This design comes from an exercise in tuning for small area, a short achievable clock period and few clock cycles per item on the open sky130 flow, not from production work.
Function was checked by simulation only, so behaviour that the tests miss may differ from the original.

Design Rsa256Core, start of the top module:
module Rsa256Core (
	input          i_clk,
	input          i_rst,
	input          i_start,
	input  [255:0] i_a,
	input  [255:0] i_d,
	input  [255:0] i_n,
	output [255:0] o_a_pow_d,
	output         o_finished
);
	localparam [3:0] ST_IDLE  = 4'd0,
	                 ST_PRE   = 4'd1,
	                 ST_MU    = 4'd2,
	                 ST_NPC   = 4'd3,
	                 ST_DBL   = 4'd4,
	                 ST_CORR  = 4'd5,
	                 ST_ITER  = 4'd6,
	                 ST_CONV  = 4'd7,
	                 ST_ONE   = 4'd8,
	                 ST_FDBL  = 4'd9,
	                 ST_FCORR = 4'd10,
	                 ST_DONE  = 4'd11,
	                 ST_SHIFT = 4'd12,
	                 ST_COPY  = 4'd13;
	localparam [1:0] OP_SQR = 2'd0, OP_MUL = 2'd1, OP_FIN = 2'd2;
	logic [3:0]   state;
	logic [1:0]   op;
	logic         pre;        
	logic         msel;       
	logic [1:0]   wsq;        
	logic         wmul;       
	logic         wsel;       
	logic         fin_r;
	logic [255:0] nreg;       
	logic [255:0] dreg;       
	logic [8:0]   cnt;        
	logic [8:0]   dcnt;       
	logic [5:0]   it;         
	logic [264:0] br;         
	logic [264:0] base;       
	logic [264:0] tab3;       
	logic [255:0] np_r;       
	logic [265:0] sn, cn;     
	logic [9:0]   p_r;        
  ...
For scale: ~1000 I/O pins, roughly 230000 sq um of cells after synthesis.
Settings: LEC_CHECK=0, ABC_CLOCK_PERIOD_IN_PS=4500, CAP_MARGIN=35, CORE_MARGIN=2, CORE_UTILIZATION=55, SETUP_SLACK_MARGIN=5, SLEW_MARGIN=35, SYNTH_HIERARCHICAL=1, SYNTH_MINIMUM_KEEP_SIZE=0; clock period 14.0 ns.
standard.sh (not shown) runs the stock make flow with config.mk's settings and CLKGATE_MAP_FILE= SYNTH_SCRIPT=/design/flow/synth_recipe.tcl, a recipe that flattens the netlist after the stock synthesis.
==> flow/flow/run.sh <==
#!/bin/bash
# Standard ORFS layout (the standard.sh) with a larger setup slack margin
# for timing repair and single buf_1 port buffers; constraints and clock
# period are unchanged.
set -euo pipefail
MARGIN=8.5
sed -e "s/SETUP_SLACK_MARGIN=[0-9.]*/SETUP_SLACK_MARGIN=${MARGIN} 'BUFFER_PORTS_ARGS=-buffer_cell sky130_fd_sc_hd__buf_1'/" standard.sh > standard_margin.sh
bash standard_margin.sh > orfs_make.log 2>&1
Testbench counts at the start, summed over its fixed seeds: cycles 300,804, items 24.
Change:
==> flow/flow/run.sh (replaced) <==
#!/bin/bash
# Standard ORFS layout (the standard.sh) with a larger setup slack margin
# for timing repair; constraints and clock period are unchanged.
set -euo pipefail
MARGIN=9.5
sed -e "s/SETUP_SLACK_MARGIN=[0-9.]*/SETUP_SLACK_MARGIN=${MARGIN}/" standard.sh > standard_margin.sh
bash standard_margin.sh > orfs_make.log 2>&1
CAP_MARGIN = 20   (was 35)
SLEW_MARGIN = 20   (was 35)
Outcome: The changed run produced a layout that fails on capacitance limit, slew limit. Sequential share of layout area came out lower by 3.9 points. Die area stays the same. Routed wire length came out higher by about 16%. Setup slack improves by 0.089 ns.

========
Rsa256Core, a different RTL version from the one above (not shown whole).
Size: about 24000 cells after synthesis, ~1000 I/O pins, about 290000 um2 of cells after synthesis.
export LEC_CHECK = 0
export ABC_CLOCK_PERIOD_IN_PS = 4500
export CAP_MARGIN = 35
export CORE_MARGIN = 2
export CORE_UTILIZATION = 52
export CTS_CLUSTER_DIAMETER = 100
export CTS_CLUSTER_SIZE = 25
export SETUP_SLACK_MARGIN = 5
export SLEW_MARGIN = 35
export SYNTH_HIERARCHICAL = 1
export SYNTH_MINIMUM_KEEP_SIZE = 0
create_clock -name core_clock -period 14.0 [get_ports {i_clk}]
==> flow/flow/run.sh <==
#!/bin/bash
# Standard ORFS layout (the standard.sh) with a larger setup slack margin
# for timing repair and single buf_1 port buffers; constraints and clock
# period are unchanged.
set -euo pipefail
MARGIN=8.75
sed -e "s/SETUP_SLACK_MARGIN=[0-9.]*/SETUP_SLACK_MARGIN=${MARGIN} 'BUFFER_PORTS_ARGS=-buffer_cell sky130_fd_sc_hd__buf_1'/" standard.sh > standard_margin.sh
bash standard_margin.sh > orfs_make.log 2>&1
Testbench counts at the start, summed over its fixed seeds: cycles 211,329, items 24.
Next try:
- CTS_CLUSTER_SIZE: 25 -> 20
Result:
- final cell count hardly moves
- setup slack gains 0.0085 ns
- first-iteration DRC count barely changes
- design area barely changes
- flip-flop and latch count does not change
- worst hold slack barely changes

-- afterwards: timing with drivers on the ports --
The results above use ideal ports. As a check the final layouts listed here were re-extracted and re-timed, cells and wires unchanged. Step 1 sets driving cells, clkbuf_16 on the clock port and buf_2 on the other inputs (assumed; they add their load-dependent delay and slew). Step 2 adds t to the input delays and takes it off the output delays; t is the mean of the earliest and latest rising clock arrival at the registers after step 1. Input paths then give back, and output paths get back, about the clock's delay inside the block. Three values: ideal, step 1, step 2; two values: the first two.
run	t (ns)	setup slack, ns	worst setup path after step 2
the first run of note 1	1.136	8.342 / 8.342 / 8.342	register to register
the second run of note 1	1.137	8.430 / 8.430 / 8.430	register to register
the first run of note 2	1.143	8.525 / 8.469 / 8.525	register to register
the second run of note 2	1.162	8.533 / 8.501 / 8.533	register to register
